From an optimization exercise on the open Yosys and OpenROAD flow, aimed at small area and a short achievable clock period; shortcuts taken in it are not production practice.
RTL that was checked went through simulation tests only; none was proved equivalent to the original.
Power is estimated from default activity; no workload was simulated.

// fir_filter
module fir_filter (
    input clk,
    input rst,
    input clk_enable,
    input [2:0] filter_sel,
    input  signed [15:0] filter_in,
    output signed [15:0] filter_out
);
  wire phase;
  wire [5:0] age;
  wire [4:0] tap;
  wire upper;
  wire phase_q;
  wire [6:0] since;
  wire [5:0] filled;
  wire signed [15:0] sample_q;
  wire [6:0] neg_q, one_q, two_q;
  wire win_q;
  wire [2:0] sel_q;
  counter u_counter (
      .clk(clk),
      .rst(rst),
      .clk_enable(clk_enable),
      .phase(phase),
      .tap(tap),
      .upper(upper),
      .age(age),
      .phase_q(phase_q),
      .since(since),
      .filled(filled)
  );
  delay_pipeline u_delay_pipeline (
      .clk(clk),
      .phase(phase),
      .age(age),
      .filter_in(filter_in),
      .sample_q(sample_q)
  );
  coeffs u_coeffs (
      .clk(clk),
      .filter_sel(filter_sel),
      .age(age),
      .tap(tap),
      .upper(upper),
      .phase_q(phase_q),
      .since(since),
      .filled(filled),
      .neg_q(neg_q),
      .one_q(one_q),
      .two_q(two_q),
      .win_q(win_q),
      .sel_q(sel_q)
  );
  compute u_compute (
      .clk(clk),
      .rst(rst),
      .phase(phase),
  ...
clock: 13.5 ns
lec_check: 0
abc_area: 1
cap_margin: 20
core_margin: 2
core_utilization: 60
slew_margin: 20
synth_memory_max_bits: 65536
standard.sh (not shown) runs the stock make flow with config.mk's settings and CLKGATE_MAP_FILE= SYNTH_SCRIPT=/design/flow/synth_recipe.tcl, a recipe that flattens the netlist after the stock synthesis.
==> flow/flow/run.sh <==
#!/bin/bash
# Own layout flow: the standard layout (standard.sh: ORFS synthesis and
# place-and-route with the standard flow's config and constraints), with these changes:
#  - synthesis: synth_recipe.tcl with Yosys's quick ABC pass inside 'synth'
#    skipped (-noabc), so the adders reach extract_fa as written; registers and
#    their names are the same as the standard synthesis's,
#  - ABC maps the logic with flow/abc.script in place of ORFS's script,
#  - the port buffers that ORFS inserts are sky130_fd_sc_hd__buf_4,
#  - clock tree synthesis: clusters of up to 26 sinks within 70 um, clkbuf_16
#    buffers, no dummy loads,
#  - timing repair (ORFS's repair_timing after CTS and global routing) aims for
#    a setup slack of 9.5 ns against the design's 13.5 ns clock (the SDC is
#    unchanged), so it also mends paths slower than 4 ns.
# ORFS's scripts are copied into this folder and only the ABC scripts replaced.
# Every tool's output is in orfs/logs/ (one log per step) and flow_make.log.
set -euo pipefail
W="$(pwd)"
rm -rf "$W/scripts_own"
cp -r "$FLOW_HOME/scripts" "$W/scripts_own"
cp "$W/flow/abc.script" "$W/scripts_own/abc_area.script"
cp "$W/flow/abc.script" "$W/scripts_own/abc_speed.script"
sed 's/yosys synth -nofsm -noshare {\*}\$args/yosys synth -nofsm -noshare -noabc {*}$args/' \
  "$W/synth_recipe.tcl" > "$W/own_synth.tcl"
grep -q -- '-noabc' "$W/own_synth.tcl"
sed "s#synth_recipe\.tcl#own_synth.tcl#g" "$W/standard.sh" > "$W/own_standard.sh"
grep -q own_synth.tcl "$W/own_standard.sh"
export SCRIPTS_DIR="$W/scripts_own"
export SETUP_SLACK_MARGIN=9.5
export BUFFER_PORTS_ARGS="-buffer_cell sky130_fd_sc_hd__buf_4"
export CTS_ARGS="-sink_clustering_enable -repair_clock_nets -dont_use_dummy_load -sink_clustering_size 26 -sink_clustering_max_diameter 70 -buf_list sky130_fd_sc_hd__clkbuf_16"
bash "$W/own_standard.sh" > "$W/flow_make.log" 2>&1
==> flow/flow/abc.script <==
strash
dc2
dch -f
map
topo
stime -c
buffer -c
upsize -c
dnsize -c
Then changed:
--- a/flow/design.v
+++ b/flow/design.v
@@ -579,76 +579,63 @@
     input [5:0] filled,
     output reg [6:0] neg_q,
     output reg [6:0] one_q,
     output reg [6:0] two_q,
     output reg win_q,
     output reg [2:0] sel_q
 );
   wire rom_sign;
   wire [12:0] rom_magnitude;
-  reg [4:0] tap_d;
-  reg upper_d, use_d, win_d;
   coeff_rom u_coeff_rom (
       .filter_sel(sel_q),
-      .mirror(upper_d && (sel_q == 3'd7)),
-      .tap(tap_d),
+      .mirror(upper && (sel_q == 3'd7)),
+      .tap(tap),
       .sign(rom_sign),
       .magnitude(rom_magnitude)
   );
   wire win = phase_q || (since != 7'd0 && since <= 7'd63);
-  wire age_ok = (age <= filled) && (filled != 6'd0 || phase_q);
-  reg [12:0] magnitude_q;
-  reg negative_q, use_q, win1;
-  always @(posedge clk) begin
-    sel_q <= filter_sel;
-    tap_d <= tap;
-    upper_d <= upper;
-    win_d <= win;
-    use_d <= (age_ok || phase_q && age == filled + 6'd1) && win;
-    magnitude_q <= rom_magnitude;
-    negative_q <= rom_sign;
-    win1 <= win_d;
-    use_q <= use_d;
-  end
-  wire [14:0] mx = {1'b0, use_q ? magnitude_q : 13'd0, 1'b0};
+  wire use_slot = ((age <= filled) || phase_q && age == filled + 6'd1) && (filled != 6'd0 || phase_q) && win;
+  wire negative = rom_sign;
+  wire [14:0] mx = {1'b0, use_slot ? rom_magnitude : 13'd0, 1'b0};
   integer j;
   always @(posedge clk) begin
-    win_q <= win1;
+    sel_q <= filter_sel;
+    win_q <= win;
     for (j = 0; j < 7; j = j + 1) begin
-      neg_q[j] <= (mx[2*j+2] ^ negative_q) & win1;
+      neg_q[j] <= (mx[2*j+2] ^ negative) & win;
       one_q[j] <= mx[2*j+1] ^ mx[2*j];
       two_q[j] <= (mx[2*j+2] & ~mx[2*j+1] & ~mx[2*j]) | (~mx[2*j+2] & mx[2*j+1] & mx[2*j]);
     end
   end
 endmodule
 module delay_pipeline (
     input clk,
     input phase,
     input [5:0] age,
     input signed [15:0] filter_in,
     output signed [15:0] sample_q
 );
   reg signed [15:0] newest;
   reg signed [15:0] ring[0:63];
   integer i;
   wire signed [15:0] sample = (age[5:1] == 5'd0) ? newest : ring[0];
-  assign sample_q = ring[61];
+  assign sample_q = ring[63];
   always @(posedge clk) begin
     if (phase) newest <= filter_in;
     for (i = 0; i < 63; i = i + 1) ring[i] <= ring[i+1];
     ring[63] <= sample;
   end
 endmodule
 module compute (
     input clk,
     input rst,
     input phase,
-    input [6:0] since,
+    input phase_q,
     input [5:0] filled,
     input [2:0] sel_q,
     input signed [15:0] sample_q,
     input [6:0] neg_q,
     input [6:0] one_q,
     input [6:0] two_q,
     input win_q,
     output reg signed [15:0] filter_out
 );
@@ -852,19 +839,19 @@
   wire [33:0] c_next = {t[305], t[303], t[301], t[299], t[297], t[295], t[293], t[291], t[289], t[287], t[285], t[283], t[281], t[279], t[277], t[275], t[273], t[271], t[269], t[267], t[265], t[263], t[261], t[259], t[257], t[255], t[253], t[251], t[249], t[247], t[245], t[243], t[241], pp0[0]};
   wire [33:0] acc = acc_s + acc_c;
   wire [17:0] acc_hi = acc[33:16];
   wire sat_pos = ~acc_hi[17] & acc_hi[16];
   wire sat_neg = acc_hi[17] & ~acc_hi[16];
   wire [15:0] acc_sat = sat_pos ? 16'h7fff : sat_neg ? 16'h8000 : acc_hi[15:0];
   always @(posedge clk) begin
     acc_s <= s_next;
     acc_c <= c_next;
-    first <= (since == 7'd2);
+    first <= phase_q;
   end
   always @(posedge clk, posedge rst) begin
     if (rst) begin
       result <= 16'sd0;
       filter_out <= 16'sd0;
     end else begin
       if (first && filled[5:1] != 5'd0) result <= acc_sat;
       if (phase) filter_out <= result;
     end
@@ -938,19 +925,19 @@
       .one_q(one_q),
       .two_q(two_q),
       .win_q(win_q),
       .sel_q(sel_q)
   );
   compute u_compute (
       .clk(clk),
       .rst(rst),
       .phase(phase),
-      .since(since),
+      .phase_q(phase_q),
       .filled(filled),
       .sel_q(sel_q),
       .sample_q(sample_q),
       .neg_q(neg_q),
       .one_q(one_q),
       .two_q(two_q),
       .win_q(win_q),
       .filter_out(filter_out)
   );
- critical path depth rose by 15
- worst setup slack is worse by 34 ps
- combinational power came out higher by 7.5%
- via count went down by 0.82%
- final area shrinks by 1.1%
- synthesized area fell by 1.6%
No functional check of the RTL was part of the second run of this note.

---

Setup of main:
fir_filter, a different RTL version from the one above (not shown whole).
For scale: roughly 2,900 cells after synthesis, roughly 1,200 flip-flops, about 38 I/O pins, roughly 0.036 mm^2 of cells after synthesis.
==> module coeffs, before the edit <==
module coeffs (
    input clk,
    input [2:0] filter_sel,
    input [5:0] age,
    input [4:0] tap,
    input upper,
    input phase_q,
    input [6:0] since,
    input [5:0] filled,
    output reg [6:0] neg_q,
    output reg [6:0] one_q,
    output reg [6:0] two_q,
    output reg win_q,
    output reg [2:0] sel_q
);
  wire rom_sign;
  wire [12:0] rom_magnitude;
  coeff_rom u_coeff_rom (
      .filter_sel(sel_q),
      .mirror(upper && (sel_q == 3'd7)),
      .tap(tap),
      .sign(rom_sign),
      .magnitude(rom_magnitude)
  );
  wire win = phase_q || (since != 7'd0 && since <= 7'd63);
  wire age_ok = (age <= filled) && (filled != 6'd0 || phase_q);
  reg [12:0] magnitude_q;
  reg negative_q, use_q, win1;
  always @(posedge clk) begin
    sel_q <= filter_sel;
    magnitude_q <= rom_magnitude;
    negative_q <= rom_sign;
    win1 <= win;
    use_q <= (age_ok || phase_q && age == filled + 6'd1) && win;
  end
  wire [14:0] mx = {1'b0, use_q ? magnitude_q : 13'd0, 1'b0};
  integer j;
  always @(posedge clk) begin
    win_q <= win1;
    for (j = 0; j < 7; j = j + 1) begin
      neg_q[j] <= (mx[2*j+2] ^ negative_q) & win1;
      one_q[j] <= mx[2*j+1] ^ mx[2*j];
      two_q[j] <= (mx[2*j+2] & ~mx[2*j+1] & ~mx[2*j]) | (~mx[2*j+2] & mx[2*j+1] & mx[2*j]);
    end
  end
endmodule
Settings: LEC_CHECK=0, ABC_AREA=1, CAP_MARGIN=20, CORE_MARGIN=2, CORE_UTILIZATION=60, SLEW_MARGIN=20, SYNTH_MEMORY_MAX_BITS=65536; clock period 13.5 ns.
Scripts as last shown in full above: flow/flow/run.sh, flow/flow/abc.script
main finished every step from synthesis to the final layout, and the layout passed the timing, design-rule and antenna checks.
## Diff of input files: the feature branch against main
--- a/flow/design.v
+++ b/flow/design.v
@@ -581,36 +581,36 @@
     output reg [6:0] one_q,
     output reg [6:0] two_q,
     output reg win_q,
     output reg [2:0] sel_q
 );
+  wire win = phase_q || (since != 7'd0 && since <= 7'd63);
+  wire use_slot = ((age <= filled) || phase_q && age == filled + 6'd1) && (filled != 6'd0 || phase_q) && win;
+  reg [4:0] tap_d;
+  reg upper_d, use_d, win_d;
+  always @(posedge clk) begin
+    sel_q <= filter_sel;
+    tap_d <= tap;
+    upper_d <= upper;
+    use_d <= use_slot;
+    win_d <= win;
+  end
   wire rom_sign;
   wire [12:0] rom_magnitude;
   coeff_rom u_coeff_rom (
       .filter_sel(sel_q),
-      .mirror(upper && (sel_q == 3'd7)),
-      .tap(tap),
+      .mirror(upper_d && (sel_q == 3'd7)),
+      .tap(tap_d),
       .sign(rom_sign),
       .magnitude(rom_magnitude)
   );
-  wire win = phase_q || (since != 7'd0 && since <= 7'd63);
-  wire age_ok = (age <= filled) && (filled != 6'd0 || phase_q);
-  reg [12:0] magnitude_q;
-  reg negative_q, use_q, win1;
-  always @(posedge clk) begin
-    sel_q <= filter_sel;
-    magnitude_q <= rom_magnitude;
-    negative_q <= rom_sign;
-    win1 <= win;
-    use_q <= (age_ok || phase_q && age == filled + 6'd1) && win;
-  end
-  wire [14:0] mx = {1'b0, use_q ? magnitude_q : 13'd0, 1'b0};
+  wire [14:0] mx = {1'b0, use_d ? rom_magnitude : 13'd0, 1'b0};
   integer j;
   always @(posedge clk) begin
-    win_q <= win1;
+    win_q <= win_d;
     for (j = 0; j < 7; j = j + 1) begin
-      neg_q[j] <= (mx[2*j+2] ^ negative_q) & win1;
+      neg_q[j] <= (mx[2*j+2] ^ rom_sign) & win_d;
       one_q[j] <= mx[2*j+1] ^ mx[2*j];
       two_q[j] <= (mx[2*j+2] & ~mx[2*j+1] & ~mx[2*j]) | (~mx[2*j+2] & mx[2*j+1] & mx[2*j]);
     end
   end
 endmodule
- The feature branch finished every stage and its layout cleared the timing, design-rule and antenna checks.
- Comparing main with the feature branch, the area fraction in compound gates after synthesis came out essentially unchanged.
- Detailed-placement wirelength estimate, the feature branch vs main: up by a few percent
- Against main, time the final worst path needs with I/O delays and setup in the feature branch came out better.
- ~same post-synthesis simple-gate area fraction in main and the feature branch
- Compared with main, the feature branch shows a headroom to the max-slew limit that is 3.5 points lower.
- Compare main and the feature branch | effective utilization at floorplan lower: main
- Going from main to the feature branch, synthesized cell count has decreased; met2 global-route usage increased by 0.37 points relative to the old numbers; depth of the worst register-to-register path has increased.
- The sequential cell count in the feature branch was lower than what main gave.
- Relative to main, the cell area of the feature branch is lower by 290 um^2.
No run of this note included a check of the RTL's function; only the layout flow was run.

separate check: timing with driven ports:
In the flow no input, the clock included, has a driving cell. The finished layouts below were timed again as built, in two steps. Step 1 (the two cells are an assumption about what drives the block):
set clk [get_ports {clk}]
set_driving_cell -lib_cell sky130_fd_sc_hd__clkbuf_16 $clk
set_driving_cell -lib_cell sky130_fd_sc_hd__buf_2 [delete_from_list [all_inputs] $clk]
Step 2 times the ports against the registers' clock, not the clock port: input delays grow and output delays shrink by t, the midpoint of the rising clock arrivals with the driver on. Three values: ideal ports, drivers, drivers and shift; two values: the first two.
run | t, ns | setup slack, ns | worst hold slack (ns) | clock arrival spread, ns | cell pins on the clock port's net
the first run of note 1 | 0.665 | 9.601 / 9.539 / 9.266 | 0.293 / 0.293 / 0.293 | 0.155 / 0.154 | 1
the second run of note 1 | 0.661 | 9.567 / 9.567 / 9.047 | 0.252 / 0.252 / 0.252 | 0.156 / 0.157 | 1
main | 0.685 | 9.460 / 9.460 / 9.084 | 0.231 / 0.231 / 0.231 | 0.140 / 0.141 | 1
the feature branch | 0.658 | 9.506 / 9.506 / 9.285 | 0.275 / 0.275 / 0.275 | 0.107 / 0.107 | 1
After both steps setup and hold are still met in every run listed. The setup slack of the second run of note 1, which loses most, moves by 0.000 ns with the drivers and by -0.520 ns with both steps.
